From an optimization exercise on the open Yosys and OpenROAD flow, aimed at small area; shortcuts taken in it are not production practice. At most, simulation tests tie the RTL to the original design; equivalence was not proved. For runs 1, 3 and 4, only the layout was checked, not whether the RTL still works. Power figures rest on the tool's default switching activity, not on a simulated workload.

## flow/config.mk

```make
export PLATFORM = sky130hd
export DESIGN_NAME = RISC
export DESIGN_NICKNAME = RISC
export VERILOG_FILES = /design/flow/design.v
export SDC_FILE = /design/flow/constraint.sdc
export NUM_CORES = 4
export LEC_CHECK = 0
export CAP_MARGIN = 20
export CORE_MARGIN = 2
export CORE_UTILIZATION = 60
export CTS_BUF_LIST = sky130_fd_sc_hd__clkbuf_4 sky130_fd_sc_hd__clkbuf_8
export SLEW_MARGIN = 20
```

## flow/constraint.sdc

```tcl
create_clock -name core_clock -period 8.0 [get_ports {clk}]
set_input_delay 1.6000 -clock core_clock [delete_from_list [all_inputs] [get_ports {clk}]]
set_output_delay 1.6000 -clock core_clock [all_outputs]
set_load 0.01 [all_outputs]
```

## flow/design.v

```verilog
module RISC (destinoWrWB,escribir,PCsrc,result,PCoutMEM,NReset,clk,alu_outMEM,WriteDataInMEM,datoMemOut,InstruccionIn,PCinIF,MemWriteInMEM);
  input  [31:0] datoMemOut,InstruccionIn;
  input         NReset,clk;
  output        escribir,PCsrc,MemWriteInMEM;
  output [3:0]  destinoWrWB;
  output [31:0] result,PCoutMEM,alu_outMEM,PCinIF,WriteDataInMEM;
  reg [31:0] pc;                  
  reg [3:0]  opD;                 
  reg [27:0] insD;                
  reg [31:0] pcD;                 
  reg [3:0]  opE;                 
  reg [27:0] insE;
  reg [31:0] pcE;
  reg [31:0] aluM;                
  reg [31:0] xM;                  
  reg        jumpM,pcsrcM,memwM,regwM,ldM;
  reg [3:0]  dstM;
  reg [31:0] resW;                
  reg        wrW;
  reg [3:0]  dstW;
  reg [31:0]  rf [0:15];          
  reg [15:0]  rfv;                
  reg [15:0]  selA, selB;         
  wire [31:0] pc1 = pc + 32'd1;
  assign PCinIF   = pc;
  assign PCsrc    = pcsrcM;
  assign PCoutMEM = jumpM ? aluM : xM;
  always @(posedge clk or negedge NReset)
    if (!NReset) pc <= 32'd0;
    else         pc <= pcsrcM ? PCoutMEM : pc1;
  always @(posedge clk or negedge NReset)
    if (!NReset) begin
      opD <= 4'b1100;
      opE <= 4'b1100;
    end else begin
      opD <= InstruccionIn[31:28];
      opE <= opD;
    end
  wire       isStD = (opD == 4'b1011);
  wire       isJiD = (opD == 4'b1110);
  wire [3:0] aA = (isStD | isJiD) ? insD[27:24] : insD[23:20];
  wire [3:0] aB = isStD ? insD[23:20] : (opD[3] ? insD[16:13] : insD[27:24]);
  wire [15:0] rfvN = rfv | ({15'd0, wrW} << dstW);
  always @(posedge clk) begin
    insD <= InstruccionIn[27:0];
    pcD  <= pc1;
    insE <= insD;
    pcE  <= pcD;
    selA <= (16'd1 << aA) & rfvN;
    selB <= (16'd1 << aB) & rfvN;
  end
  wire [3:0] rd = insE[27:24];
  wire isSt  = (opE == 4'b1011);
  wire isJi  = (opE == 4'b1110);
  reg [31:0] A, B;
  integer i;
  always @(*) begin
    A = 32'd0; B = 32'd0;
    for (i = 0; i < 16; i = i + 1) begin
      A = A | ({32{selA[i]}} & rf[i]);
      B = B | ({32{selB[i]}} & rf[i]);
    end
  end
  wire [31:0] imm17 = {{15{insE[16]}}, insE[16:0]};
  wire [31:0] imm   = isJi ? {{12{insE[19]}}, insE[19:0]} : imm17;
  wire useImm = opE[3] & ~(opE[2:0] == 3'b000) & ~(opE[2:0] == 3'b111);
  wire [31:0] d2 = useImm ? imm : B;
  reg [2:0] funct;
  always @(*)
    case (opE[3:1])
      3'b100:        funct = insE[19:17];
      3'b101, 3'b111: funct = 3'b001;
      3'b110:        funct = 3'b000;
      default:       funct = 3'b010;
    endcase
  wire        sub = (funct == 3'b010);
  wire [32:0] sum = {A, 1'b1} + {d2 ^ {32{sub}}, sub};
  reg [31:0] alu;
  always @(*)
    case (funct)
      3'b001,
      3'b010:  alu = sum[32:1];
      3'b011:  alu = A & d2;
      3'b100:  alu = A | d2;
      3'b101:  alu = ~A;
      3'b110:  alu = A ^ d2;
      default: alu = 32'd0;
    endcase
  wire zero = ~|alu;
  wire taken = opE[3] ? (opE[2:1] == 2'b11)
                      : ((opE[2:1] == 2'b11) ? zero : ((opE[2:1] != 2'b00) & ~zero));
  wire [31:0] target = pcE + imm17;
  always @(posedge clk or negedge NReset)
    if (!NReset) begin
      pcsrcM <= 1'b0;
      memwM  <= 1'b0;
      regwM  <= 1'b0;
    end else begin
      pcsrcM <= taken;
      memwM  <= isSt;
      regwM  <= (opE[3:2] == 2'b10) & (opE[1:0] != 2'b11);
    end
  always @(posedge clk) begin
    aluM  <= alu;
    xM    <= opE[3] ? B : target;
    jumpM <= opE[3];
    ldM   <= (opE == 4'b1010);
    dstM  <= rd;
  end
  assign alu_outMEM     = aluM;
  assign MemWriteInMEM  = memwM;
  assign WriteDataInMEM = xM;
  always @(posedge clk or negedge NReset)
    if (!NReset) wrW <= 1'b0;
    else         wrW <= regwM;
  always @(posedge clk) begin
    resW <= ldM ? datoMemOut : aluM;
    dstW <= dstM;
  end
  assign escribir    = wrW;
  assign destinoWrWB = dstW;
  assign result      = resW;
  genvar g;
  generate
    for (g = 0; g < 16; g = g + 1) begin : RF
      always @(posedge clk)
        if (wrW && dstW == g) rf[g] <= resW;
    end
  endgenerate
  always @(posedge clk or negedge NReset)
    if (!NReset) rfv <= 16'd0;
    else         rfv <= rfvN;
endmodule
```

## flow/run.sh

```bash
#!/bin/bash
# synth_recipe.tcl (not shown) runs the flow's synth.tcl, then flattens the netlist and writes it again
# the make line also repeats each setting of config.mk as NAME=value (left out here)
make -C /OpenROAD-flow-scripts/flow DESIGN_CONFIG=/design/flow/config.mk WORK_HOME=/design/flow/orfs CLKGATE_MAP_FILE= SYNTH_SCRIPT=/design/flow/synth_recipe.tcl finish
```

==> flow_summary.toml, run 1 <==
[run_status]
status = "no timing/DRC/antenna violations"

[cts]
postCtsResizedCells = 0
cts_tree = "done"
cts_buffers = 133
clkSinkCount = 826
root_buffer = "clkbuf_8"
cts_setup_buffers = 0
clock_latency_ns = 0.81
ctsHtreeMaxLevel = 4
cts_buffer_depth = 3
ctsHoldBuffers = 0
clkSlewWorstSetupHoldPaths_ns = 0.06

[synth]
ys.flop_type = "edfxtp_1"
ys_warn_count = 2
synth_top_area_share_pct = 42.19
synth.yosys.seq_area_share_pct = 60.28
async_reset_ff_share_pct = 7.264
netlist_area_um2 = 36440
synth_area_leader_cell = "edfxtp_1"
synth.ff_latch_count = 826
syn-mean-instance-area_um2 = 12.35
yosys-top-cells-area = "edfxtp_1 (42%), dfxtp_1 (14%), a22oi_1 (5.8%), ha_1 (4.4%), dfrtp_1 (3.8%)"
synth_cell_types = 80
synth-edff-count = 512
synth_cells = 2951
synthesis.nets = 3145

[placed_design]
port_buffers = 232
dp_cells = 3867
hpwlAfterDp_um = 81390
place.gp.congestion = 0.9565

[pwr]
p_total_w = 0.01364
ir_drop_mv = 0.2363
powerDensity_nw_per_um2 = 319.5
p_leak_nw = 15.92

[die]
row_count = 90
core-area_um2 = 60250
die_w_um = 250.4
initial_core_util_pct = 60.48
dieHeight_um = 250.4
io_pins = 233
dieArea_um2 = 62720

[layout]
nets = 3414
layout-drive-gt1-share_pct = 13.64
fin_util_pct = 70.86
stdcell_count = 4113
area_delta_synth_final_pct = 17.16

[global_route]
antenna_found_initial = 5
grt_max_degree = 66
grt_pass1_wl_um = 189600
grt.overflow.total = 0
grt_use_total_pct = 41.80
grt_pass1_vias = 28861

[critical_path]
cp_cell_sequence = "buf_4 -> a22oi_1 -> nand3_1 -> nor2_1 -> nand2_1 -> o21ai_0 -> xnor2_1 -> ha_1 -> or2_1 -> a31oi_2 -> a21oi_1 -> a32o_1 -> o31ai_2 -> a211oi_1 -> nand3b_1 -> or4_1 -> or4_1 -> or4_4 -> o31ai_2 -> nor3b_2"
cp_top_family = "simple AND/OR/NAND/NOR gates"
crit_buf_inv = 1
crit_fanout = 20
critical_path_class = "register to register"
slowest_stage = "dfxtp_1"
critical_path_arrival_ns = 7.29
crit_path_end_kind = "register"
cpPeakStageDelay_ns = 1.05
required_ns = 8.66
startpoint_type = "register"

[route]
final_antenna_net_count = 0
dr.pass1.iters = 9
wl_um = 133300
drc = 0
wl_per_cell_um = 32.40
vias = 29509
drtIter0Drc = 4914
via_per_inst = 7.175

[timing]
timing.fmax_mhz = 150.9
fin_setup_tns_ns = 0
finClkSkew_ns = 0.04470
hold_viol = 0
worst_hold_slack_ns = 0.3199
min_period_ns = 6.627
maxSlewViolCount = 0
final-setup-viol-count = 0
tightest_slew_ns = 1.108
relSlewSlack_pct = 26.06
rsz0062_at_grt = "no"
fin_crit_sh_pct = 82.84

[worst_hold_path]
min_path_type = "register to register"

[job]
cap_viol_max_count = 0
## worst paths after layout
path	slack [ns]	startpoint	endpoint	cells past startpoint
max	1.37	selB[9]	pcsrcM	20
min	0.32	pcD[13]	pcE[13]	0
max reg2reg	1.37	selB[9]	pcsrcM	20
min reg2reg	0.32	pcD[13]	pcE[13]	0
max in group asynchronous	6.44	NReset	pcsrcM	2
min in group asynchronous	0.99	NReset	pc[3]	2
## registers in the layout, summed over array words and instances, names as in the netlist, 4 cells and up
signal,count
dstM,4
dstW,4
insD,28
resW,32
rfv,16
selA,16
rf,512
pc,32
opD,4
xM,32
selB,16
pcD,32
opE,4
insE,24
pcE,32
aluM,32
## cells in the final DEF (no fill, tap or decap), drive strengths merged, types with 16 or more instances in the layout
| cell type | netlist | routed |
|---|---|---|
| edfxtp | 512 | 512 |
| a22oi | 283 | 283 |
| dfxtp | 254 | 254 |
| clkdlybuf4s50 | 0 | 231 |
| clkbuf | 132 | 198 |
| nor2 | 153 | 153 |
| ha | 127 | 127 |
| nand2 | 125 | 125 |
| nand3 | 122 | 122 |
| a221oi | 119 | 119 |
| inv | 113 | 119 |
| a22o | 118 | 118 |
| a21oi | 98 | 98 |
| mux2 | 98 | 98 |
| o21ai | 88 | 88 |
| buf | 39 | 74 |
| nor3 | 67 | 67 |
| xnor2 | 62 | 62 |
| dfrtp | 56 | 56 |
| nand4 | 43 | 43 |
| xor2 | 39 | 39 |
| clkinv | 0 | 28 |
| a222oi | 27 | 27 |
| a21o | 25 | 25 |
| and4 | 20 | 20 |
| mux2i | 20 | 20 |
| a31oi | 19 | 19 |
| and3 | 16 | 16 |
## area by class of cell
cell class	count	area (um^2)
antenna	2	5.005
fill	4146	17560
clock buffer	198	2400
timing repair buffer	305	2865
sequential	826	21970
inverter	113	424.2
tap	782	978.4
multi-input combinational	1841	13540
clock inverter	46	504.2
## routing by layer
metal,part of all wire [%],wire length (um),global-route usage (%),vias to the layer above
met5,0.020,26,0,-
met4,7.7,10310,28.20,4
li1,-,-,-,12137
met2,43,57490,61.26,2673
met3,14,19280,13.42,629
met1,35,46170,53.24,14066
## cell families (layout without fill, tap and decap cells)
family	Yosys count	count (layout)	share of synthesized area [%]
xor gates and xnor gates	101	101	2.428
DFF	826	826	60.28
buffers and inverters	284	662	2.933
AOI/OAI and AO/OA	875	875	18.01
other	0	2	0
and+or+nand+nor	619	619	8.348
adders and majority gates	128	128	4.416
muxes	118	118	3.578
## stage by stage
step	setup slack [ns]	instance area, um^2
floorplan	2.472	36440
finish	1.373	42690
detailed placement	1.724	39780
global placement	1.818	39780
CTS	1.684	42680
global route	1.211	42690
## synthesized netlist by cell type, types with 13 or more instances
| library cell | instances |
|---|---|
| a21o_1 | 25 |
| a21oi_1 | 98 |
| a221oi_1 | 118 |
| a222oi_1 | 27 |
| a22o_1 | 118 |
| a22oi_1 | 283 |
| a31oi_1 | 18 |
| and3_1 | 16 |
| and4_1 | 20 |
| buf_1 | 37 |
| clkbuf_1 | 132 |
| dfrtp_1 | 56 |
| dfxtp_1 | 254 |
| edfxtp_1 | 512 |
| ha_1 | 127 |
| inv_1 | 113 |
| mux2_2 | 98 |
| mux2i_1 | 20 |
| nand2_1 | 125 |
| nand2b_1 | 13 |
| nand3_1 | 122 |
| nand4_1 | 43 |
| nor2_1 | 153 |
| nor3_1 | 67 |
| o21ai_0 | 87 |
| xnor2_1 | 62 |
| xor2_1 | 39 |
## power breakdown
part           internal (W)  switching, W
Clock               0.00218       0.00173
Combinational       0.00163       0.00194
Sequential          0.00542      0.000743
Total               0.00923       0.00441
==> run 2, diff against run 1 <==
--- a/flow/design.v
+++ b/flow/design.v
@@ -73,13 +73,11 @@
       3'b110:        funct = 3'b000;
       default:       funct = 3'b010;
     endcase
-  wire        sub = (funct == 3'b010);
-  wire [32:0] sum = {A, 1'b1} + {d2 ^ {32{sub}}, sub};
   reg [31:0] alu;
   always @(*)
     case (funct)
-      3'b001,
-      3'b010:  alu = sum[32:1];
+      3'b001:  alu = A + d2;
+      3'b010:  alu = A - d2;
       3'b011:  alu = A & d2;
       3'b100:  alu = A | d2;
       3'b101:  alu = ~A;
--- a/flow/config.mk
+++ b/flow/config.mk
@@ -7,6 +7,5 @@
 export LEC_CHECK = 0
 export CAP_MARGIN = 20
 export CORE_MARGIN = 2
-export CORE_UTILIZATION = 60
-export CTS_BUF_LIST = sky130_fd_sc_hd__clkbuf_4 sky130_fd_sc_hd__clkbuf_8
+export CORE_UTILIZATION = 40
 export SLEW_MARGIN = 20
==> flow_summary.toml, run 2 <==
[cts]
clkSinkCount = 826
ctsHoldBuffers = 0
clock_latency_ns = 0.66
postCtsResizedCells = 0
cts_buffers = 85
root_buffer = "clkbuf_16"
cts_tree = "done"
ctsHtreeMaxLevel = 3
cts_buffer_depth = 3
cts_setup_buffers = 0
clkSlewWorstSetupHoldPaths_ns = 0.07

[layout]
nets = 3392
ff_latch_area_um2 = 21970
fin_util_pct = 48.52
layout-drive-gt1-share_pct = 11.90
final_cell_mix = "edfxtp_1 (512), dfxtp_1 (249), clkdlybuf4s50_1 (231)"
area_delta_synth_final_pct = 19.91
fillerInstances = 7758
multi_input_area_um2 = 13710
final_common_cell = "edfxtp_1"
regMostFlops = "rf"
largest_reg_flops = 512

[route]
vias = 28916
wl_per_cell_um = 31.74
drtIter0Drc = 4122
drc = 0
final_antenna_net_count = 0
dr.pass1.iters = 8
via_per_inst = 6.514
wl_um = 140900

[critical_path]
crit_path_end_kind = "register"
required_ns = 8.54
startpoint_type = "register"
cp_top_family = "simple AND/OR/NAND/NOR gates"
critical_path_class = "register to register"
crit_fanout = 14
critical_path_arrival_ns = 8.25
slowest_stage = "dfxtp_1"
cpPeakStageDelay_ns = 0.66
cp_cell_sequence = "buf_4 -> a22o_1 -> a221oi_1 -> and4_1 -> a21oi_1 -> nor4_1 -> buf_4 -> nand2_1 -> buf_4 -> o41ai_1 -> xnor2_1 -> ha_1 -> nand2_1 -> or4_1 -> o22ai_1 -> buf_4 -> xnor2_1 -> o21ai_0 -> nand4bb_1 -> nor4_1 -> nand4_1 -> or4_1 -> a211o_1 -> a211oi_1"
crit_buf_inv = 4
crit_top_cell = "buf_4"

[timing]
fin_setup_tns_ns = 0
rsz0062_at_grt = "no"
maxSlewViolCount = 0
final-setup-viol-count = 0
timing.fmax_mhz = 129.7
relSlewSlack_pct = 16.26
hold_viol = 0
fin_crit_sh_pct = 96.36
finClkSkew_ns = 0.02185
min_period_ns = 7.709
tightest_slew_ns = 1.254

[synth]
synth.top_cells.by_count = "edfxtp_1 (512), dfxtp_1 (254), a22oi_1 (214), a221oi_1 (171), nor2_1 (164)"
synthesis.nets = 3127
synth_cells = 2925
synth.ff_latch_count = 826
synth_area_leader_cell = "edfxtp_1"
synth.most_common_cell = "edfxtp_1"
synth.yosys.seq_area_share_pct = 60.13
async_reset_ff_share_pct = 7.264
syn-mean-instance-area_um2 = 12.49
synth-edff-count = 512
synth_top_area_share_pct = 42.09
ys.flop_type = "edfxtp_1"
yosys-top-cells-area = "edfxtp_1 (42%), dfxtp_1 (14%), ha_1 (4.6%), a22oi_1 (4.4%), a221oi_1 (4.1%)"
netlist_area_um2 = 36530
ys_warn_count = 2
synth_cell_types = 80

[pwr]
clkPwrFrac_pct = 30.6
p_leak_nw = 16.00
p_seq_share_pct = 43.4
p_total_w = 0.01430
p_sw_share_pct = 31.70
p_switching_w = 0.004534
internal_power_w = 0.009768
ir_drop_mv = 0.1753
powerDensity_nw_per_um2 = 326.5
combPwrFrac_pct = 26.0

[die]
initial_core_util_pct = 40.46
dieArea_um2 = 93760
dieHeight_um = 306.2
die_w_um = 306.2
io_pins = 233
core-area_um2 = 90290
row_count = 110

[global_route]
antenna_found_initial = 3
grt_max_degree = 61
grt_use_total_pct = 29.28
grt_pass1_wl_um = 200200
grt_pass1_vias = 28411
grt.overflow.total = 0

[placed_design]
place.gp.congestion = 1.005
hpwlAfterDp_um = 92150
port_buffers = 232

[job]
cap_viol_max_count = 0

[worst_hold_path]
min_path_type = "register to register"

[run_status]
status = "no timing/DRC/antenna violations"
## run 2: power groups by stage
stage                     Clock [W]  Sequential [W]  Combinational [W]
after floorplan                   0         0.00606            0.00186
after global placement            0         0.00625            0.00363
after detailed placement          0         0.00628            0.00365
after CTS                   0.00443         0.00620            0.00368
after global routing        0.00462         0.00629            0.00398
final                       0.00438         0.00620            0.00372
## run 2: cells by family (layout without fill, tap and decap cells)
| logic type | Yosys count | count (layout) | share of synthesized area (%) |
|---|---|---|---|
| multiplexers | 118 | 118 | 3.576 |
| adder cells (fa/ha/maj) | 136 | 136 | 4.699 |
| flip-flops | 826 | 826 | 60.13 |
| XOR/XNOR | 100 | 100 | 2.398 |
| buffers and inverters | 260 | 596 | 2.720 |
| other | 0 | 2 | 0 |
| AO/OA/AOI/OAI | 885 | 885 | 18.26 |
| AND/OR/NAND/NOR | 600 | 600 | 8.213 |
## run 2: final timing paths
check / from / to / slack [ns] / cells after the start
max in group asynchronous: NReset / rfv[0] / 6.31 / 1
setup / recovery: selB[5] / pcsrcM / 0.29 / 24
hold reg to reg: pcD[1] / pcE[1] / 0.32 / 0
min in group asynchronous: NReset / pc[4] / 1.08 / 1
setup reg to reg: selB[5] / pcsrcM / 0.29 / 24
hold / removal: pcD[1] / pcE[1] / 0.32 / 0
## run 2: through the flow
step / setup slack, ns / hold slack [ns] / instances / instance area [um^2]
after floorplan: 1.931 / 0.3096 / 2925 / 36530
after global placement: 0.6246 / 0.3130 / 4278 / 40670
after detailed placement: 0.5768 / 0.3121 / 4278 / 40670
after CTS: 0.5066 / 0.3225 / 4436 / 43790
after global routing: 0.3086 / 0.3247 / 4437 / 43800
final: 0.2908 / 0.3207 / 4439 / 43800
## run 2: final cells by class
class,count,area share (%)
Antenna cell,2,0.01143
Clock buffer,111,5.490
Clock inverter,47,1.642
Inverter,106,0.9083
Multi-Input combinational cell,1839,31.31
Sequential cell,826,50.16
Tap cell,1176,3.359
Timing Repair Buffer,332,7.124
## run 2: layer usage
| layer | global-route usage (%) | share of wire (%) | vias to the layer above |
|---|---|---|---|
| met5 | 0 | 0.0071 | - |
| met4 | 13.01 | 5.0 | 2 |
| met3 | 7.521 | 11 | 545 |
| met2 | 46.64 | 46 | 2181 |
| met1 | 37.64 | 38 | 14166 |
| li1 | - | - | 12022 |
==> run 3, diff against run 2 <==
--- a/flow/design.v
+++ b/flow/design.v
@@ -7,13 +7,13 @@
   reg [31:0] pc;                  
   reg [3:0]  opD;                 
   reg [27:0] insD;                
-  reg [31:0] pcD;                 
+  reg [11:0] extD;                
   reg [3:0]  opE;                 
   reg [27:0] insE;
-  reg [31:0] pcE;
+  reg [11:0] extE;
   reg [31:0] aluM;                
   reg [31:0] xM;                  
-  reg        jumpM,pcsrcM,memwM,regwM,ldM;
+  reg        jumpM,brJM,brEqM,brNeM,memwM,regwM,ldM;
   reg [3:0]  dstM;
   reg [31:0] resW;                
   reg        wrW;
@@ -21,7 +21,11 @@
   reg [31:0]  rf [0:15];          
   reg [15:0]  rfv;                
   reg [15:0]  selA, selB;         
+  wire zeroM  = ~|aluM;
+  wire pcsrcM = brJM | (brEqM & zeroM) | (brNeM & ~zeroM);
   wire [31:0] pc1 = pc + 32'd1;
+  wire [31:0] tgtF = pc1 + {{15{InstruccionIn[16]}}, InstruccionIn[16:0]};
+  wire        brF  = ~InstruccionIn[31];
   assign PCinIF   = pc;
   assign PCsrc    = pcsrcM;
   assign PCoutMEM = jumpM ? aluM : xM;
@@ -42,10 +46,10 @@
   wire [3:0] aB = isStD ? insD[23:20] : (opD[3] ? insD[16:13] : insD[27:24]);
   wire [15:0] rfvN = rfv | ({15'd0, wrW} << dstW);
   always @(posedge clk) begin
-    insD <= InstruccionIn[27:0];
-    pcD  <= pc1;
+    insD <= {InstruccionIn[27:20], brF ? tgtF[19:0] : InstruccionIn[19:0]};
+    extD <= tgtF[31:20];
     insE <= insD;
-    pcE  <= pcD;
+    extE <= extD;
     selA <= (16'd1 << aA) & rfvN;
     selB <= (16'd1 << aB) & rfvN;
   end
@@ -73,28 +77,34 @@
       3'b110:        funct = 3'b000;
       default:       funct = 3'b010;
     endcase
+  wire        sub = (funct == 3'b010);
+  wire [32:0] sum = {A, 1'b1} + {d2 ^ {32{sub}}, sub};
   reg [31:0] alu;
   always @(*)
     case (funct)
-      3'b001:  alu = A + d2;
-      3'b010:  alu = A - d2;
+      3'b001,
+      3'b010:  alu = sum[32:1];
       3'b011:  alu = A & d2;
       3'b100:  alu = A | d2;
       3'b101:  alu = ~A;
       3'b110:  alu = A ^ d2;
       default: alu = 32'd0;
     endcase
-  wire zero = ~|alu;
-  wire taken = opE[3] ? (opE[2:1] == 2'b11)
-                      : ((opE[2:1] == 2'b11) ? zero : ((opE[2:1] != 2'b00) & ~zero));
-  wire [31:0] target = pcE + imm17;
+  wire brJ  = opE[3] & (opE[2:1] == 2'b11);
+  wire brEq = ~opE[3] & (opE[2:1] == 2'b11);
+  wire brNe = ~opE[3] & (opE[2:1] != 2'b11) & (opE[2:1] != 2'b00);
+  wire [31:0] target = {extE, insE[19:0]};
   always @(posedge clk or negedge NReset)
     if (!NReset) begin
-      pcsrcM <= 1'b0;
+      brJM   <= 1'b0;
+      brEqM  <= 1'b0;
+      brNeM  <= 1'b0;
       memwM  <= 1'b0;
       regwM  <= 1'b0;
     end else begin
-      pcsrcM <= taken;
+      brJM   <= brJ;
+      brEqM  <= brEq;
+      brNeM  <= brNe;
       memwM  <= isSt;
       regwM  <= (opE[3:2] == 2'b10) & (opE[1:0] != 2'b11);
     end
==> flow/flow/run.sh (new file) <==
#!/bin/bash
# Own flow: the standard layout, with its output logged here.
set -e
bash standard.sh > standard.log 2>&1
==> flow/standard.sh (new file) <==
#!/bin/bash
# synth_recipe.tcl (not shown) runs the flow's synth.tcl, then flattens the netlist and writes it again
# the make line also repeats each setting of config.mk as NAME=value (left out here)
make -C /OpenROAD-flow-scripts/flow DESIGN_CONFIG=/design/flow/config.mk WORK_HOME=/design/flow/orfs CLKGATE_MAP_FILE= SYNTH_SCRIPT=/design/flow/synth_recipe.tcl "${@:-finish}"
--- a/flow/config.mk
+++ b/flow/config.mk
@@ -7,5 +7,5 @@
 export LEC_CHECK = 0
 export CAP_MARGIN = 20
 export CORE_MARGIN = 2
-export CORE_UTILIZATION = 40
+export CORE_UTILIZATION = 60
 export SLEW_MARGIN = 20
removed: flow/run.sh
==> flow_summary.toml, run 3 <==
[route]
wl_um = 128000
dr.pass1.iters = 10
drc = 0
wl_per_cell_um = 32.65
via_per_inst = 7.211
final_antenna_net_count = 0
vias = 28274
drtIter0Drc = 4707

[timing]
timing.fmax_mhz = 180.6
fin_setup_tns_ns = 0
finClkSkew_ns = 0.02584
hold_viol = 0
relSlewSlack_pct = 21.79
min_period_ns = 5.538
final-setup-viol-count = 0
fin_crit_sh_pct = 69.22
maxSlewViolCount = 0
tightest_slew_ns = 1.171
rsz0062_at_grt = "no"

[critical_path]
r2r_cells = 18
crit_fanout = 19
reg2reg_from = "selB[2]"
slowest_stage = "dfxtp_1"
r2r_end = "aluM[30]"
crit_path_end_kind = "register"
cp_cell_sequence = "buf_4 -> a221oi_1 -> nand3_1 -> nor2_1 -> nand2_1 -> o21ai_0 -> xnor2_1 -> ha_1 -> a211o_1 -> a21o_1 -> a41oi_1 -> a31oi_1 -> a21oi_1 -> o21ai_1 -> a21o_1 -> a221oi_1 -> mux2i_1 -> nand3_1"
cpPeakStageDelay_ns = 1.10
reg2reg_slack_ns = 2.46
required_ns = 8.52
critical_path_class = "register to register"
startpoint_type = "register"
critical_path_arrival_ns = 6.05

[die]
initial_core_util_pct = 60.88
dieHeight_um = 246.2
io_pins = 233
dieArea_um2 = 60600
die_w_um = 246.2
core-area_um2 = 57810
row_count = 88

[synth]
synth.ff_latch_count = 788
syn-mean-instance-area_um2 = 12.26
synth_area_leader_cell = "edfxtp_1"
synth_compound_area_share_pct = 18.13
synthMuxAreaShare_pct = 3.385
synth.most_common_cell = "edfxtp_1"
synth_top_area_share_pct = 43.69
ys.flop_type = "edfxtp_1"
synth.top_cells.by_count = "edfxtp_1 (512), a22oi_1 (369), dfxtp_1 (214), nor2_1 (166), clkbuf_1 (128)"
async_reset_ff_share_pct = 7.868
synthSimpleGateAreaFrac_pct = 7.911
synth_top_family_by_area = "compound AO/OA/AOI/OAI gates"
synth_fa_ha_area_share_pct = 4.572
yosys-top-cells-area = "edfxtp_1 (44%), dfxtp_1 (12%), a22oi_1 (7.9%), ha_1 (4.5%), dfrtp_1 (4.1%)"
synthesis.nets = 3065
synth_cell_types = 71
ys_warn_count = 2
synth-xor-area-share_pct = 2.887
synth_cells = 2871
synth.yosys.seq_area_share_pct = 60.29
netlist_area_um2 = 35190
synth-edff-count = 512

[cts]
cts_buffer_depth = 3
cts_buffers = 79
clock_latency_ns = 0.65
cts_setup_buffers = 0
ctsHtreeMaxLevel = 3
root_buffer = "clkbuf_16"
postCtsResizedCells = 0
clkSinkCount = 788
cts_tree = "done"
clkSlewWorstSetupHoldPaths_ns = 0.07
ctsHoldBuffers = 0

[worst_hold_path]
hold-path-endpoint = "insE[18]"
holdPathStages = 0
hold_path_startpoint = "insD[18]"
min_path_type = "register to register"

[pwr]
p_leak_nw = 15.13
p_switching_w = 0.004910
p_total_w = 0.01420
internal_power_w = 0.009293
clkPwrFrac_pct = 26.7
p_seq_share_pct = 43.4
combPwrFrac_pct = 29.9
ir_drop_mv = 0.2718
powerDensity_nw_per_um2 = 344.8
p_sw_share_pct = 34.57

[layout]
final_common_cell = "edfxtp_1"
regMostFlops = "rf"
layout-drive-gt1-share_pct = 10.23
multi_input_area_um2 = 13130
fillerInstances = 4043
final_cell_area_um2 = 41190
nets = 3283
largest_reg_flops = 512
ff_latch_area_um2 = 21220
area_delta_synth_final_pct = 17.05
final_cell_mix = "edfxtp_1 (512), a22oi_1 (369), clkdlybuf4s50_1 (231)"
num_antenna_cells = 0
stdcell_count = 3921

[job]
cap_viol_max_count = 0

[global_route]
antenna_found_initial = 2
grt_use_total_pct = 41.50
grt_pass1_vias = 27408
grt_pass1_wl_um = 180500
grt_max_degree = 64
grt.overflow.total = 0

[placed_design]
dp_cells = 3773
placed_area_um2 = 38500
place.gp.congestion = 0.9549
hpwlAfterDp_um = 77260
port_buffers = 232

[run_status]
status = "no timing/DRC/antenna violations"
run 3: cells by family (layout without fill, tap and decap cells):
kind of cell / count (synthesis) / in the layout
fa+ha+maj: 128 / 128
compound gates: 891 / 891
flops: 788 / 788
mux: 107 / 107
simple gates: 577 / 577
buf+inv: 264 / 549
xor+xnor: 116 / 116
run 3: how the worst max path moves through the flow:
stage                                start  endpoint  slack [ns]
after floorplan                     opE[2]  aluM[30]        3.63
after detailed placement  InstruccionIn[0]  extD[10]        2.58
after CTS                           opE[3]  aluM[30]        2.69
after global routing                opE[3]  aluM[30]        2.33
final                              selB[2]  aluM[30]        2.46
after global placement    InstruccionIn[0]  extD[10]        2.51
run 3: area by class of cell:
cell class | count | share of cell area (%)
clock buffers | 109 | 5.444
repair buffers | 297 | 6.817
multi-input cells | 1819 | 31.88
clock inverters | 39 | 1.081
well taps | 765 | 2.324
inverters | 104 | 0.9478
flip-flops and latches | 788 | 51.51
run 3: worst max-delay path, delay by kind of cell, from the launching register on:
family / cells / cell delay [ns]
XOR/XNOR: 1 / 0.19
flip-flops: 1 / 1.10
AND/OR/NAND/NOR: 4 / 0.33
multiplexers: 1 / 0.24
buffers and inverters: 1 / 0.52
adder cells (fa/ha/maj): 1 / 0.38
AO/OA/AOI/OAI: 10 / 2.61
run 3: routing by layer:
metal,GRT usage (%),part of all wire [%],vias to the layer above
met5,0.2451,0,-
met4,26.42,7.8,0
met3,11.13,14,564
met2,61.05,43,2452
met1,54.61,35,13598
li1,-,-,11660
run 3: power groups by stage:
stage / Sequential, W / Clock, W / Combinational [W]
global route: 0.00622 / 0.00397 / 0.00453
finish: 0.00617 / 0.00379 / 0.00425
global placement: 0.00618 / 0 / 0.00407
CTS: 0.00614 / 0.00380 / 0.00417
detailed placement: 0.00622 / 0 / 0.00414
floorplan: 0.00593 / 0 / 0.00230
run 3: stage by stage:
stage / hold slack, ns / setup WS [ns] / util (%)
2_1_floorplan: 0.3096 / 3.628 / -
3_3_place_gp: 0.3103 / 2.507 / 66.60
4_1_cts: 0.3103 / 2.695 / 71.25
5_1_grt: 0.3155 / 2.328 / 71.25
6_report: 0.3142 / 2.462 / 71.25
3_5_place_dp: 0.3121 / 2.585 / 66.60
==> run 4, diff against run 3 <==
==> flow/flow/run.sh (replaced) <==
#!/bin/bash
# Own flow: the standard layout (standard.sh), with two changes:
#  - the port buffers use the smallest buffer cell (buf_1) instead of the one
#    buffer_ports picks by default;
#  - clock tree synthesis does not add dummy loads.
# Each tool's output goes to the ORFS logs; standard.sh's output to standard.log.
set -e
export BUFFER_PORTS_ARGS="-buffer_cell sky130_fd_sc_hd__buf_1"
export CTS_ARGS="-sink_clustering_enable -repair_clock_nets -dont_use_dummy_load"
bash standard.sh > standard.log 2>&1
==> flow_summary.toml, run 4 <==
[run_status]
status = "no timing/DRC/antenna violations"

[synth]
ys.flop_type = "edfxtp_1"
synth_cell_types = 71
synth.most_common_cell = "edfxtp_1"
synth.ff_latch_count = 788
synth_top_area_share_pct = 43.69
synth_area_leader_cell = "edfxtp_1"
synth-edff-count = 512
synthesis.nets = 3065
syn-mean-instance-area_um2 = 12.26
yosys-top-cells-area = "edfxtp_1 (44%), dfxtp_1 (12%), a22oi_1 (7.9%), ha_1 (4.5%), dfrtp_1 (4.1%)"
netlist_area_um2 = 35190
synth.top_cells.by_count = "edfxtp_1 (512), a22oi_1 (369), dfxtp_1 (214), nor2_1 (166), clkbuf_1 (128)"
synth.yosys.seq_area_share_pct = 60.29
synth_cells = 2871
ys_warn_count = 2
async_reset_ff_share_pct = 7.868

[cts]
cts_buffer_depth = 3
clock_latency_ns = 0.65
ctsHoldBuffers = 0
postCtsResizedCells = 0
clkSinkCount = 788
cts_setup_buffers = 0
clkSlewWorstSetupHoldPaths_ns = 0.06
ctsHtreeMaxLevel = 3
cts_buffers = 80
cts_tree = "done"
root_buffer = "clkbuf_16"

[global_route]
grt.overflow.total = 0
grt_max_degree = 63
grt_pass1_vias = 27126
grt_pass1_wl_um = 180200
grt_use_total_pct = 41.55
antenna_found_initial = 3

[timing]
setup_ws_ns = 2.292
fin_crit_sh_pct = 71.36
rsz0062_at_grt = "no"
min_period_ns = 5.708
finClkSkew_ns = 0.07257
relSlewSlack_pct = 17.50
final-setup-viol-count = 0
timing.fmax_mhz = 175.2
tightest_slew_ns = 1.236
hold_viol = 0
fin_setup_tns_ns = 0
maxSlewViolCount = 0

[layout]
final_cell_mix = "edfxtp_1 (512), a22oi_1 (369), buf_1 (230)"
regMostFlops = "rf"
layout-drive-gt1-share_pct = 8.882
area_delta_synth_final_pct = 10.97
fin_util_pct = 67.55
final_common_cell = "edfxtp_1"
largest_reg_flops = 512
nets = 3281

[die]
io_pins = 233
initial_core_util_pct = 60.88
core-area_um2 = 57810
die_w_um = 246.2
dieArea_um2 = 60600
row_count = 88
dieHeight_um = 246.2

[critical_path]
cpPeakStageDelay_ns = 1.14
critical_path_class = "register to register"
r2r_cells = 18
required_ns = 8.46
reg2reg_slack_ns = 2.29
cp_cell_sequence = "buf_4 -> a22oi_1 -> nand4_1 -> nor2_1 -> nand2_1 -> o21ai_0 -> xnor2_1 -> ha_1 -> a211o_1 -> a21o_1 -> a41oi_1 -> a31oi_1 -> a21oi_1 -> o21ai_1 -> a21o_1 -> a221oi_1 -> mux2i_1 -> nand3_1"
critical_path_arrival_ns = 6.16
reg2reg_from = "selB[14]"
crit_fanout = 17
crit_end = "aluM[30]"
cp-startpoint = "selB[14]"
crit_top_cell = "a21o_1"
startpoint_type = "register"
crit_path_end_kind = "register"
crit_buf_inv = 1
cp_top_family = "compound AO/OA/AOI/OAI gates"
r2r_end = "aluM[30]"
slowest_stage = "dfxtp_1"
worstSetupPathDepth = 18

[pwr]
combPwrFrac_pct = 28.7
internal_power_w = 0.008417
clkPwrFrac_pct = 24.2
p_leak_nw = 14.17
p_seq_share_pct = 47.1
p_sw_share_pct = 35.73
ir_drop_mv = 0.2732
powerDensity_nw_per_um2 = 335.4
p_switching_w = 0.004679

[placed_design]
place.gp.congestion = 0.9732
post-place-ws_ns = 2.703
hpwlAfterDp_um = 76920
port_buffers = 232

[route]
drc = 0
vias = 28035
drtIter0Drc = 4711
wl_per_cell_um = 33.04
via_per_inst = 7.280
dr.pass1.iters = 9
final_antenna_net_count = 0
wl_um = 127200

[worst_hold_path]
min_path_type = "register to register"

[job]
cap_viol_max_count = 0
## run 4: layout make-up
type / instances / area, um^2
Timing Repair Buffer: 294 / 1341
Clock buffer: 80 / 2002
Fill cell: 4253 / 18760
Tap cell: 765 / 957.2
Antenna cell: 1 / 2.502
Multi-Input combinational cell: 1819 / 13140
Sequential cell: 788 / 21220
Inverter: 104 / 390.4
## run 4: how the worst min path moves through the flow
stage                     slack [ns]      from        to  depth (start not counted)
after floorplan                 0.31  insE[24]   dstM[0]                          0
after global placement          0.31   dstM[1]   dstW[1]                          0
after detailed placement        0.31   insD[6]   insE[6]                          0
after CTS                       0.32  insD[11]  insE[11]                          0
after global routing            0.33   insD[9]   insE[9]                          0
final                           0.31  insD[11]  insE[11]                          0
## run 4: kinds of logic (layout without fill, tap and decap cells)
logic type / Yosys count / after routing / share of synthesized area, %
muxes: 107 / 107 / 3.385
adders and majority gates: 128 / 128 / 4.572
and+or+nand+nor: 577 / 577 / 7.911
AOI/OAI and AO/OA: 891 / 891 / 18.13
xor gates and xnor gates: 116 / 116 / 2.887
other: 0 / 1 / 0
DFF: 788 / 788 / 60.29
buffers and inverters: 264 / 478 / 2.830
## run 4: routing by layer
metal | global-route usage (%) | vias to the layer above | routed length, um | part of all wire (%)
met5 | 0 | - | 8 | 0.0063
met4 | 24.46 | 2 | 8821 | 6.9
met3 | 11.29 | 513 | 18020 | 14
met2 | 60.40 | 2471 | 54380 | 43
met1 | 56.05 | 13475 | 46010 | 36
li1 | - | 11574 | - | -
## run 4: power groups by stage
stage	registers (W)	logic, W	clock network, W
floorplan	0.00593	0.00230	0
global placement	0.00619	0.00360	0
detailed placement	0.00622	0.00366	0
CTS	0.00615	0.00369	0.00318
global route	0.00624	0.00405	0.00333
finish	0.00617	0.00376	0.00317
## run 4: stage by stage
step / power (W) / cell area (um^2) / hold slack [ns] / std cells
after floorplan: 0.008233 / 35190 / 0.3096 / 2871
after global placement: 0.009792 / 37030 / 0.3102 / 3770
after detailed placement: 0.009885 / 37030 / 0.3121 / 3770
after CTS: 0.01301 / 39040 / 0.3197 / 3850
after global routing: 0.01362 / 39050 / 0.3298 / 3850
final: 0.01310 / 39050 / 0.3147 / 3851
==> run 5, diff against run 4 <==
--- a/flow/design.v
+++ b/flow/design.v
@@ -24,7 +24,46 @@
   wire zeroM  = ~|aluM;
   wire pcsrcM = brJM | (brEqM & zeroM) | (brNeM & ~zeroM);
   wire [31:0] pc1 = pc + 32'd1;
-  wire [31:0] tgtF = pc1 + {{15{InstruccionIn[16]}}, InstruccionIn[16:0]};
+  wire [16:0] im  = InstruccionIn[16:0];
+  wire [16:0] tp  = pc[16:0] ^ im;
+  wire [16:0] tg  = pc[16:0] & im;
+  wire [16:0] ts0, tsm;
+  wire [4:0]  tbc;
+  assign tbc[0] = 1'b1;
+  genvar tk, tj;
+  generate
+    for (tk = 0; tk < 4; tk = tk + 1) begin : TBLK
+      localparam integer LO = 4*tk;
+      localparam integer W  = (tk == 3) ? 5 : 4;
+      wire [W:0] cc;
+      wire [W:0] t;
+      assign cc[0] = (tk == 0) ? 1'b1 : 1'b0;
+      assign t[0]  = (tk == 0) ? 1'b0 : tbc[tk];
+      for (tj = 0; tj < W; tj = tj + 1) begin : TBIT
+        assign ts0[LO+tj] = tp[LO+tj] ^ cc[tj];
+        assign cc[tj+1]   = tg[LO+tj] | (cc[tj] & tp[LO+tj]);
+        assign tsm[LO+tj] = ts0[LO+tj] ^ t[tj];
+        assign t[tj+1]    = t[tj] & ts0[LO+tj];
+      end
+      if (tk == 0) begin : C0
+        assign tbc[tk+1] = cc[W];
+      end else begin : CK
+        assign tbc[tk+1] = cc[W] | (tbc[tk] & (&ts0[LO+W-1:LO]));
+      end
+    end
+  endgenerate
+  wire        tinc = tbc[4] & ~im[16];
+  wire        tdec = ~tbc[4] & im[16];
+  wire [15:0] pa, pb;
+  assign pa[0] = 1'b1;
+  assign pb[0] = 1'b1;
+  generate
+    for (tk = 0; tk < 15; tk = tk + 1) begin : THI
+      assign pa[tk+1] = pa[tk] & pc[17+tk];
+      assign pb[tk+1] = pb[tk] & ~pc[17+tk];
+    end
+  endgenerate
+  wire [31:0] tgtF = {pc[31:17] ^ ({15{tinc}} & pa[14:0]) ^ ({15{tdec}} & pb[14:0]), tsm};
   wire        brF  = ~InstruccionIn[31];
   assign PCinIF   = pc;
   assign PCsrc    = pcsrcM;
@@ -77,19 +116,38 @@
       3'b110:        funct = 3'b000;
       default:       funct = 3'b010;
     endcase
-  wire        sub = (funct == 3'b010);
-  wire [32:0] sum = {A, 1'b1} + {d2 ^ {32{sub}}, sub};
-  reg [31:0] alu;
-  always @(*)
-    case (funct)
-      3'b001,
-      3'b010:  alu = sum[32:1];
-      3'b011:  alu = A & d2;
-      3'b100:  alu = A | d2;
-      3'b101:  alu = ~A;
-      3'b110:  alu = A ^ d2;
-      default: alu = 32'd0;
-    endcase
+  wire sub = (funct == 3'b010);
+  wire fS  = (funct == 3'b001) | sub;                  
+  wire fP  = (funct == 3'b110) | (funct == 3'b100);    
+  wire fG  = (funct == 3'b011) | (funct == 3'b100);    
+  wire fN  = (funct == 3'b101);                        
+  wire [31:0] bx = d2 ^ {32{sub}};
+  wire [31:0] p  = A ^ bx;
+  wire [31:0] g  = A & bx;
+  wire [31:0] s0, sm;
+  wire [8:0]  bc;                 
+  assign bc[0] = sub;
+  genvar k, j;
+  generate
+    for (k = 0; k < 8; k = k + 1) begin : BLK
+      wire [4:0] cc;              
+      wire [4:0] t;               
+      assign cc[0] = (k == 0) ? sub : 1'b0;
+      assign t[0]  = (k == 0) ? 1'b0 : bc[k];
+      for (j = 0; j < 4; j = j + 1) begin : BIT
+        assign s0[4*k+j] = p[4*k+j] ^ cc[j];
+        assign cc[j+1]   = g[4*k+j] | (cc[j] & p[4*k+j]);
+        assign sm[4*k+j] = s0[4*k+j] ^ t[j];
+        assign t[j+1]    = t[j] & s0[4*k+j];
+      end
+      if (k == 0) begin : C0
+        assign bc[k+1] = cc[4];
+      end else begin : CK
+        assign bc[k+1] = cc[4] | (bc[k] & (&s0[4*k+3:4*k]));
+      end
+    end
+  endgenerate
+  wire [31:0] alu = ({32{fS}} & sm) | ({32{fP}} & p) | ({32{fG}} & g) | ({32{fN}} & ~A);
   wire brJ  = opE[3] & (opE[2:1] == 2'b11);
   wire brEq = ~opE[3] & (opE[2:1] == 2'b11);
   wire brNe = ~opE[3] & (opE[2:1] != 2'b11) & (opE[2:1] != 2'b00);
@@ -128,11 +186,11 @@
   assign escribir    = wrW;
   assign destinoWrWB = dstW;
   assign result      = resW;
-  genvar g;
+  genvar r;
   generate
-    for (g = 0; g < 16; g = g + 1) begin : RF
+    for (r = 0; r < 16; r = r + 1) begin : RF
       always @(posedge clk)
-        if (wrW && dstW == g) rf[g] <= resW;
+        if (wrW && dstW == r) rf[r] <= resW;
     end
   endgenerate
   always @(posedge clk or negedge NReset)
==> flow/flow/run.sh (replaced) <==
#!/bin/bash
# Own flow: the standard layout (standard.sh), with two changes:
#  - the port buffers use the smallest buffer cell (buf_1) instead of the one
#    buffer_ports picks by default;
#  - clock tree synthesis clusters more sinks per leaf buffer and adds no dummy loads.
# Each tool's output goes to the ORFS logs; standard.sh's output to standard.log.
set -e
export BUFFER_PORTS_ARGS="-buffer_cell sky130_fd_sc_hd__buf_1"
export CTS_ARGS="-sink_clustering_enable -repair_clock_nets -dont_use_dummy_load -buf_list sky130_fd_sc_hd__clkbuf_8 -sink_clustering_size 20 -sink_clustering_max_diameter 50"
bash standard.sh > standard.log 2>&1
--- a/flow/config.mk
+++ b/flow/config.mk
@@ -5,7 +5,7 @@
 export SDC_FILE = /design/flow/constraint.sdc
 export NUM_CORES = 4
 export LEC_CHECK = 0
-export CAP_MARGIN = 20
+export CAP_MARGIN = 0
 export CORE_MARGIN = 2
 export CORE_UTILIZATION = 60
-export SLEW_MARGIN = 20
+export SLEW_MARGIN = 0
==> flow_summary.toml, run 5 <==
[run_status]
status = "no timing/DRC/antenna violations"

[pwr]
internal_power_w = 0.007219
p_sw_share_pct = 35.50
p_seq_share_pct = 54.8
combPwrFrac_pct = 26.9
clkPwrFrac_pct = 18.4
powerDensity_nw_per_um2 = 306.6
ir_drop_mv = 0.2841
p_switching_w = 0.003974
p_leak_nw = 12.86

[global_route]
grt_pass1_wl_um = 167100
grt_use_total_pct = 41.07
antenna_found_initial = 2
grt_max_degree = 63
grt_pass1_vias = 24086
grt.overflow.total = 0

[route]
final_antenna_net_count = 0
via_per_inst = 7.345
vias = 25282
drtIter0Drc = 4301
wl_per_cell_um = 34.71
wl_um = 119500
dr.pass1.iters = 7
drc = 0

[critical_path]
r2r_end = "aluM[31]"
crit_end = "aluM[31]"
cp_top_family = "adder cells"
crit_fanout = 14
cp-startpoint = "selB[8]"
r2r_cells = 24
required_ns = 8.55
critical_path_class = "register to register"
reg2reg_from = "selB[8]"
crit_buf_inv = 2
worstSetupPathDepth = 24
slowest_stage = "dfxtp_1"
cpPeakStageDelay_ns = 1.13
startpoint_type = "register"
crit_path_end_kind = "register"
crit_top_cell = "ha_1"
critical_path_arrival_ns = 7.03
cp_cell_sequence = "buf_4 -> a221oi_1 -> nand3_1 -> nor2_1 -> a21oi_1 -> xor2_1 -> ha_1 -> inv_1 -> fa_1 -> fa_1 -> fa_1 -> or4b_1 -> o21ai_0 -> a21oi_1 -> o21ai_1 -> a21boi_1 -> o21ai_1 -> ha_1 -> ha_1 -> ha_1 -> xnor2_1 -> nor2_1 -> a221oi_1 -> o21ai_0"
reg2reg_slack_ns = 1.51

[cts]
ctsHoldBuffers = 0
cts_setup_buffers = 0
cts_buffer_depth = 3
cts_tree = "done"
ctsHtreeMaxLevel = 3
clkSinkCount = 788
cts_buffers = 72
clkSlewWorstSetupHoldPaths_ns = 0.10
postCtsResizedCells = 0
root_buffer = "clkbuf_8"
clock_latency_ns = 0.70

[die]
dieArea_um2 = 57930
initial_core_util_pct = 60.89
core-area_um2 = 55200
io_pins = 233
die_w_um = 240.7
row_count = 86
dieHeight_um = 240.7

[synth]
netlist_area_um2 = 33610
synthesis.nets = 2637
synth-edff-count = 512
synth.top_cells.by_count = "edfxtp_1 (512), dfxtp_1 (214), a221oi_1 (183), a22o_1 (182), a22oi_1 (150)"
synth_top_area_share_pct = 45.74
ys_warn_count = 2
synth_cells = 2466
synth_cell_types = 72
syn-mean-instance-area_um2 = 13.63
async_reset_ff_share_pct = 7.868
synth_area_leader_cell = "edfxtp_1"
synth.yosys.seq_area_share_pct = 63.12
ys.flop_type = "edfxtp_1"
yosys-top-cells-area = "edfxtp_1 (46%), dfxtp_1 (13%), a221oi_1 (4.8%), a22o_1 (4.7%), dfrtp_1 (4.3%)"
synth.ff_latch_count = 788
synth.most_common_cell = "edfxtp_1"

[layout]
fin_util_pct = 66.14
area_delta_synth_final_pct = 8.621
nets = 2865
final_cell_area_um2 = 36510
final_cell_mix = "edfxtp_1 (512), buf_1 (231), dfxtp_1 (213)"
regMostFlops = "rf"
largest_reg_flops = 512
layout-drive-gt1-share_pct = 11.14
final_common_cell = "edfxtp_1"

[timing]
maxSlewViolCount = 0
finClkSkew_ns = 0.07340
worst_hold_slack_ns = 0.3060
tightest_slew_ns = 1.269
fin_setup_tns_ns = 0
min_period_ns = 6.485
relSlewSlack_pct = 15.37
final-setup-viol-count = 0
hold_viol = 0
rsz0062_at_grt = "no"
setup_ws_ns = 1.515
fin_crit_sh_pct = 81.07
timing.fmax_mhz = 154.2

[job]
cap_viol_max_count = 0

[placed_design]
post-place-ws_ns = 1.747
place.gp.congestion = 0.9758
port_buffers = 232
placed_area_um2 = 35510
hpwlAfterDp_um = 74090

[worst_hold_path]
min_path_type = "register to register"
[run 5: cell count changes in the layout (fill, tap and decap cells not counted), moves of 34 or more]
cell	change
a21oi_1	-58
a221oi_1	+93
a22o_1	+97
a22oi_1	-219
clkbuf_16	-80
clkbuf_8	+72
fa_1	+35
ha_1	-58
nand2_1	-49
nand4_1	-34
nor2_1	-40
o21ai_0	-73
[run 5: layout make-up]
type / count / area [um^2]
multi-input combinational: 1433 / 11540
tap: 748 / 935.9
antenna: 2 / 5.005
fill: 4088 / 18690
inverter: 88 / 330.3
sequential: 788 / 21220
clock buffer: 72 / 991.0
timing repair buffer: 311 / 1490
[run 5: cells by family (layout without fill, tap and decap cells)]
| kind of cell | after synthesis | after routing | share of synthesized area [%] |
|---|---|---|---|
| flip-flops | 788 | 788 | 63.12 |
| AND/OR/NAND/NOR | 411 | 411 | 6.328 |
| multiplexers | 114 | 114 | 3.804 |
| other | 0 | 2 | 0 |
| AO/OA/AOI/OAI | 701 | 701 | 16.45 |
| buffers and inverters | 245 | 471 | 2.930 |
| XOR/XNOR | 102 | 102 | 2.658 |
| adder cells (fa/ha/maj) | 105 | 105 | 4.713 |
[run 5: through the flow]
stage | total power (W) | instances
2_1_floorplan | 0.007712 | 2466
3_3_place_gp | 0.009043 | 3368
3_5_place_dp | 0.009144 | 3368
4_1_cts | 0.01115 | 3440
5_1_grt | 0.01168 | 3441
6_report | 0.01119 | 3442
[run 5: worst min-delay path by stage]
| stage | slack, ns | cells after the start | startpoint | to |
|---|---|---|---|---|
| final | 0.31 | 0 | insD[1] | insE[1] |
| after global routing | 0.31 | 0 | insD[1] | insE[1] |
| after CTS | 0.31 | 0 | insE[24] | dstM[0] |
| after detailed placement | 0.31 | 0 | extD[2] | extE[2] |
| after global placement | 0.31 | 0 | insD[2] | insE[2] |
| after floorplan | 0.31 | 0 | insE[24] | dstM[0] |
[run 5: layer usage]
layer  GRT usage, %  share of wire [%]  wire, um
met1          55.79                 36     42600
met3          11.51                 15     17330
met4          22.98                6.8      8174
met2          59.88                 43     51360
met5              0                  0         0
[run 5: power groups by stage]
stage               Clock (W)  Combinational (W)  Sequential (W)
floorplan                   0            0.00184         0.00587
global placement            0            0.00287         0.00617
detailed placement          0            0.00295         0.00620
CTS                   0.00208            0.00297         0.00611
global route          0.00221            0.00327         0.00620
finish                0.00205            0.00301         0.00613
==> run 6, diff against run 5 <==
--- a/flow/flow/run.sh
+++ b/flow/flow/run.sh
@@ -6,5 +6,5 @@
 # Each tool's output goes to the ORFS logs; standard.sh's output to standard.log.
 set -e
 export BUFFER_PORTS_ARGS="-buffer_cell sky130_fd_sc_hd__buf_1"
-export CTS_ARGS="-sink_clustering_enable -repair_clock_nets -dont_use_dummy_load -buf_list sky130_fd_sc_hd__clkbuf_8 -sink_clustering_size 20 -sink_clustering_max_diameter 50"
+export CTS_ARGS="-sink_clustering_enable -repair_clock_nets -dont_use_dummy_load -sink_clustering_size 45 -sink_clustering_max_diameter 70"
 bash standard.sh > standard.log 2>&1
==> flow_summary.toml, run 6 <==
[pwr]
p_sw_share_pct = 35.08
p_seq_share_pct = 54.5
internal_power_w = 0.007290
p_switching_w = 0.003939
p_leak_nw = 12.82
ir_drop_mv = 0.2177
combPwrFrac_pct = 26.8
powerDensity_nw_per_um2 = 307.7
p_total_w = 0.01123
clkPwrFrac_pct = 18.7

[critical_path]
critical_path_arrival_ns = 6.95
startpoint_type = "register"
crit_path_end_kind = "register"
cp-startpoint = "selB[8]"
critical_path_class = "register to register"
cp_cell_sequence = "buf_4 -> a221oi_1 -> nand3_1 -> nor2_1 -> a21oi_1 -> xor2_1 -> ha_1 -> inv_1 -> fa_1 -> fa_1 -> fa_1 -> or4b_1 -> o21ai_0 -> a21oi_1 -> o21ai_1 -> a21boi_1 -> o21ai_1 -> ha_1 -> ha_1 -> ha_1 -> xnor2_1 -> nor2_1 -> a221oi_1 -> o21ai_0"
crit_fanout = 14
reg2reg_from = "selB[8]"
crit_top_cell = "ha_1"
slowest_stage = "dfxtp_1"
cpPeakStageDelay_ns = 1.11
required_ns = 8.49

[cts]
cts_buffer_depth = 3
cts_setup_buffers = 0
root_buffer = "clkbuf_16"
postCtsResizedCells = 0
ctsHtreeMaxLevel = 2
clkSlewWorstSetupHoldPaths_ns = 0.12
ctsHoldBuffers = 0
cts_buffers = 39
clkSinkCount = 788
cts_tree = "done"
clock_latency_ns = 0.61

[die]
core-area_um2 = 55200
dieHeight_um = 240.7
dieArea_um2 = 57930
row_count = 86
io_pins = 233
die_w_um = 240.7
initial_core_util_pct = 60.89

[placed_design]
place.gp.congestion = 0.9758
placed_area_um2 = 35510
hpwlAfterDp_um = 74090
port_buffers = 232

[layout]
area_delta_synth_final_pct = 8.562
fin_util_pct = 66.10
layout-drive-gt1-share_pct = 10.04
regMostFlops = "rf"
final_cell_mix = "edfxtp_1 (512), buf_1 (231), dfxtp_1 (213)"
nets = 2832
final_cell_area_um2 = 36490
largest_reg_flops = 512
num_antenna_cells = 0
final_common_cell = "edfxtp_1"

[synth]
async_reset_ff_share_pct = 7.868
synth-edff-count = 512
ys.flop_type = "edfxtp_1"
syn-mean-instance-area_um2 = 13.63
synth.ff_latch_count = 788
synth_top_area_share_pct = 45.74
synth_cell_types = 72
synth.top_cells.by_count = "edfxtp_1 (512), dfxtp_1 (214), a221oi_1 (183), a22o_1 (182), a22oi_1 (150)"
synth.most_common_cell = "edfxtp_1"
synth_area_leader_cell = "edfxtp_1"
netlist_area_um2 = 33610
synthesis.nets = 2637
ys_warn_count = 2
yosys-top-cells-area = "edfxtp_1 (46%), dfxtp_1 (13%), a221oi_1 (4.8%), a22o_1 (4.7%), dfrtp_1 (4.3%)"
synth_cells = 2466
synth.yosys.seq_area_share_pct = 63.12

[timing]
min_period_ns = 6.465
fin_setup_tns_ns = 0
timing.fmax_mhz = 154.7
tightest_slew_ns = 1.256
maxSlewViolCount = 0
fin_crit_sh_pct = 80.81
hold_viol = 0
finClkSkew_ns = 0.04438
final-setup-viol-count = 0
relSlewSlack_pct = 16.29
rsz0062_at_grt = "no"

[global_route]
grt_pass1_vias = 23850
grt_use_met3_pct = 9.493
grt_use_total_pct = 40.84
antenna_found_initial = 0
grt.overflow.total = 0
busiest_layer = "met2"
use_met2_pct = 60.27
grt_pass1_wl_um = 166400
grtUsageMet1_pct = 56.28
grt_max_degree = 63

[route]
dr.pass1.iters = 8
via_per_inst = 7.316
wl_um = 118900
drtIter0Drc = 4328
vias = 24924
final_antenna_net_count = 0
drc = 0
wl_per_cell_um = 34.90

[worst_hold_path]
min_path_type = "register to register"
hold_path_startpoint = "extD[0]"

[run_status]
status = "no timing/DRC/antenna violations"

[job]
cap_viol_max_count = 0
-- run 6: cell types whose count changed in the layout (fill, tap and decap cells not counted), sizes merged --
cell | before | now
clkbuf | 72 | 39
diode | 2 | 0
-- run 6: final cells by class --
class                      count  area [um^2]
multi-input combinational   1433        11540
timing repair buffer         311         1490
fill                        4075        18710
sequential                   788        21220
clock buffer                  39        975.9
tap                          748        935.9
inverter                      88        330.3
-- run 6: path summary, 6_finish.rpt --
path | depth (start not counted) | slack, ns | end
setup / recovery | 24 | 1.54 | aluM[31]
hold / removal | 0 | 0.33 | extE[0]
setup reg to reg | 24 | 1.54 | aluM[31]
hold reg to reg | 0 | 0.33 | extE[0]
max in group asynchronous | 2 | 6.16 | pc[20]
min in group asynchronous | 2 | 1.20 | regwM
-- run 6: routing by layer --
metal	wire length [um]	vias to the layer above	share of wire, %
li1	-	10120	-
met1	42800	12183	36
met2	51870	2183	44
met3	16360	438	14
met4	7864	0	6.6
met5	0	-	0
-- run 6: per-stage QoR --
stage	hold slack, ns	std cells	setup WS (ns)
after floorplan	0.3096	2466	2.519
after global placement	0.3135	3368	1.811
after detailed placement	0.3128	3368	1.747
after CTS	0.3299	3407	1.670
after global routing	0.3372	3407	1.169
final	0.3280	3407	1.535
-- run 6: power groups by stage --
stage | logic, W | clock network, W | registers, W
2_1_floorplan | 0.00184 | 0 | 0.00587
3_3_place_gp | 0.00287 | 0 | 0.00617
3_5_place_dp | 0.00295 | 0 | 0.00620
4_1_cts | 0.00297 | 0.00210 | 0.00611
5_1_grt | 0.00327 | 0.00223 | 0.00620
6_report | 0.00301 | 0.00210 | 0.00612
-- run 6: cell families after synthesis --
family,count (synthesis),share of synthesized area [%]
flip-flops,788,63.12
AO/OA/AOI/OAI,701,16.45
AND/OR/NAND/NOR,411,6.328
buffers and inverters,245,2.930
multiplexers,114,3.804
adder cells (fa/ha/maj),105,4.713
XOR/XNOR,102,2.658
-- run 6: critical path: cells and delay by family (launching register included) --
kind / cells / cell delay, ns
XOR/XNOR: 2 / 0.32
adder cells (fa/ha/maj): 7 / 2.11
AND/OR/NAND/NOR: 4 / 0.79
flip-flops: 1 / 1.11
AO/OA/AOI/OAI: 9 / 1.52
buffers and inverters: 2 / 0.47
==> run 7, diff against run 6 <==
--- a/flow/flow/run.sh
+++ b/flow/flow/run.sh
@@ -6,5 +6,5 @@
 # Each tool's output goes to the ORFS logs; standard.sh's output to standard.log.
 set -e
 export BUFFER_PORTS_ARGS="-buffer_cell sky130_fd_sc_hd__buf_1"
-export CTS_ARGS="-sink_clustering_enable -repair_clock_nets -dont_use_dummy_load -sink_clustering_size 45 -sink_clustering_max_diameter 70"
+export CTS_ARGS="-sink_clustering_enable -repair_clock_nets -dont_use_dummy_load -sink_clustering_size 35 -sink_clustering_max_diameter 70"
 bash standard.sh > standard.log 2>&1
==> flow_summary.toml, run 7 <==
[synth]
synth-edff-count = 512
synthesis.nets = 2637
syn-mean-instance-area_um2 = 13.63
yosys-top-cells-area = "edfxtp_1 (46%), dfxtp_1 (13%), a221oi_1 (4.8%), a22o_1 (4.7%), dfrtp_1 (4.3%)"
netlist_area_um2 = 33610
ys.flop_type = "edfxtp_1"
synth_cell_types = 72
synth_top_area_share_pct = 45.74
synth_cells = 2466
ys_warn_count = 2
synth_area_leader_cell = "edfxtp_1"
synth.most_common_cell = "edfxtp_1"
synth.yosys.seq_area_share_pct = 63.12
synth.ff_latch_count = 788
async_reset_ff_share_pct = 7.868
synth.top_cells.by_count = "edfxtp_1 (512), dfxtp_1 (214), a221oi_1 (183), a22o_1 (182), a22oi_1 (150)"

[cts]
cts_tree = "done"
ctsHtreeMaxLevel = 2
cts_buffer_depth = 3
clkSinkCount = 788
postCtsResizedCells = 0
cts_buffers = 39
clkSlewWorstSetupHoldPaths_ns = 0.12
cts_setup_buffers = 0
ctsHoldBuffers = 0
root_buffer = "clkbuf_16"
clock_latency_ns = 0.61

[worst_hold_path]
min_path_type = "register to register"
hold-path-endpoint = "extE[0]"
holdPathStages = 0
hold_path_startpoint = "extD[0]"

[timing]
min_period_ns = 6.465
hold_viol = 0
fin_crit_sh_pct = 80.81
relSlewSlack_pct = 16.29
final-setup-viol-count = 0
timing.fmax_mhz = 154.7
finClkSkew_ns = 0.04438
rsz0062_at_grt = "no"
fin_setup_tns_ns = 0
maxSlewViolCount = 0
tightest_slew_ns = 1.256

[placed_design]
place.gp.congestion = 0.9758
placed_area_um2 = 35510
dp_cells = 3368
port_buffers = 232
hpwlAfterDp_um = 74090

[route]
via_per_inst = 7.316
drtIter0Drc = 4328
vias = 24924
drc = 0
dr.pass1.iters = 8
wl_per_cell_um = 34.90
wl_um = 118900
final_antenna_net_count = 0

[die]
row_count = 86
core-area_um2 = 55200
initial_core_util_pct = 60.89
dieHeight_um = 240.7
io_pins = 233
dieArea_um2 = 57930
die_w_um = 240.7

[pwr]
powerDensity_nw_per_um2 = 307.7
ir_drop_mv = 0.2177
p_leak_nw = 12.82

[layout]
nets = 2832
stdcell_count = 3407
area_delta_synth_final_pct = 8.562
final_cell_area_um2 = 36490
num_antenna_cells = 0
regMostFlops = "rf"
final_cell_mix = "edfxtp_1 (512), buf_1 (231), dfxtp_1 (213)"
largest_reg_flops = 512
final_common_cell = "edfxtp_1"
layout-drive-gt1-share_pct = 10.04

[critical_path]
crit_top_cell = "ha_1"
cpPeakStageDelay_ns = 1.11
r2r_end = "aluM[31]"
slowest_stage = "dfxtp_1"
crit_buf_inv = 2
critical_path_class = "register to register"
critical_path_arrival_ns = 6.95
r2r_cells = 24
crit_path_end_kind = "register"
required_ns = 8.49
reg2reg_slack_ns = 1.54
cp_top_family = "adder cells"
crit_fanout = 14
startpoint_type = "register"
cp_cell_sequence = "buf_4 -> a221oi_1 -> nand3_1 -> nor2_1 -> a21oi_1 -> xor2_1 -> ha_1 -> inv_1 -> fa_1 -> fa_1 -> fa_1 -> or4b_1 -> o21ai_0 -> a21oi_1 -> o21ai_1 -> a21boi_1 -> o21ai_1 -> ha_1 -> ha_1 -> ha_1 -> xnor2_1 -> nor2_1 -> a221oi_1 -> o21ai_0"
reg2reg_from = "selB[8]"

[global_route]
grt_use_total_pct = 40.84
grt_pass1_vias = 23850
grt.overflow.total = 0
antenna_found_initial = 0
grt_max_degree = 63
grt_pass1_wl_um = 166400

[run_status]
status = "no timing/DRC/antenna violations"

[job]
cap_viol_max_count = 0
## run 7: layout make-up
cell class                 count  area, um^2
tap                          748       935.9
fill                        4075       18710
sequential                   788       21220
timing repair buffer         311        1490
inverter                      88       330.3
clock buffer                  39       975.9
multi-input combinational   1433       11540
## run 7: kinds of logic (layout without fill, tap and decap cells)
family	after synthesis	count (layout)	synth area share (%)
compound gates	701	701	16.45
xor+xnor	102	102	2.658
fa+ha+maj	105	105	4.713
buf+inv	245	438	2.930
flops	788	788	63.12
mux	114	114	3.804
simple gates	411	411	6.328
## run 7: layer usage
| metal | global-route usage, % | wire [um] | up-vias |
|---|---|---|---|
| met5 | 0 | 0 | - |
| met4 | 22.55 | 7864 | 0 |
| met3 | 9.493 | 16360 | 438 |
| met2 | 60.27 | 51870 | 2183 |
| met1 | 56.28 | 42800 | 12183 |
| li1 | - | - | 10120 |
## run 7: worst max path at each step
stage / from / to / slack (ns) / depth (start not counted)
4_1_cts: opE[3] / aluM[31] / 1.67 / 22
6_report: selB[8] / aluM[31] / 1.54 / 24
3_3_place_gp: opE[3] / aluM[31] / 1.81 / 22
2_1_floorplan: opE[2] / aluM[31] / 2.52 / 25
3_5_place_dp: opE[3] / aluM[31] / 1.75 / 22
5_1_grt: opE[3] / aluM[26] / 1.17 / 20
## run 7: per-stage QoR
stage / setup slack (ns) / utilization, % / power [W] / hold slack [ns]
global placement: 1.811 / 64.34 / 0.009043 / 0.3135
floorplan: 2.519 / - / 0.007712 / 0.3096
global route: 1.169 / 66.10 / 0.01171 / 0.3372
finish: 1.535 / 66.10 / 0.01123 / 0.3280
CTS: 1.670 / 66.10 / 0.01118 / 0.3299
detailed placement: 1.747 / 64.34 / 0.009144 / 0.3128
## run 7: worst reg2reg max path, delay by kind of cell, from the launching register on
| kind | cells | cell delay [ns] |
|---|---|---|
| compound gates | 9 | 1.53 |
| buf+inv | 2 | 0.48 |
| simple gates | 4 | 0.79 |
| flops | 1 | 1.11 |
| fa+ha+maj | 7 | 2.11 |
| xor+xnor | 2 | 0.32 |
## run 7: power breakdown
group | switching, W | internal (W)
Sequential | 0.000915 | 0.00521
Clock | 0.00122 | 0.000876
Combinational | 0.00180 | 0.00121
Total | 0.00394 | 0.00729

[what the ideal ports hide]
The results above use ideal ports. As a check the final layouts listed here were re-extracted and re-timed, cells and wires unchanged.
Step 1 (the two cells are an assumption about what drives the block):
set clk [get_ports {clk}]
set_driving_cell -lib_cell sky130_fd_sc_hd__clkbuf_16 $clk
set_driving_cell -lib_cell sky130_fd_sc_hd__buf_2 [delete_from_list [all_inputs] $clk]
Step 2 also shifts input and output timing later by t, the mid clock arrival at the registers, as if the neighbouring blocks saw the same clock.
a / b / c = ideal ports / drivers / drivers and shift; a / b = the first two.
| run | t (ns) | setup slack, ns | hold slack, ns | latest minus earliest clock arrival (ns) | worst slew at a driven data input, ns |
|---|---|---|---|---|---|
| run 1 | 0.845 | 1.373 / 1.373 / 1.373 | 0.320 / 0.320 / 0.320 | 0.048 / 0.047 | 0.07 |
| run 2 | 0.716 | 0.291 / 0.291 / 0.291 | 0.321 / 0.321 / 0.321 | 0.022 / 0.022 | 0.06 |
| run 3 | 0.710 | 2.462 / 2.462 / 2.349 | 0.314 / 0.314 / 0.314 | 0.029 / 0.029 | 0.10 |
| run 4 | 0.681 | 2.292 / 2.292 / 2.292 | 0.315 / 0.315 / 0.315 | 0.072 / 0.072 | 0.09 |
| run 5 | 0.727 | 1.515 / 1.515 / 1.515 | 0.306 / 0.306 / 0.306 | 0.084 / 0.084 | 0.06 |
| run 6 | 0.659 | 1.535 / 1.535 / 1.535 | 0.328 / 0.328 / 0.328 | 0.045 / 0.045 | 0.06 |
| run 7 | 0.659 | 1.535 / 1.535 / 1.535 | 0.328 / 0.328 / 0.328 | 0.045 / 0.045 | 0.06 |
After both steps every run listed still meets setup and hold. For run 3, which loses most, drivers alone change the setup slack by 0.000 ns; drivers and shift together by -0.113 ns.
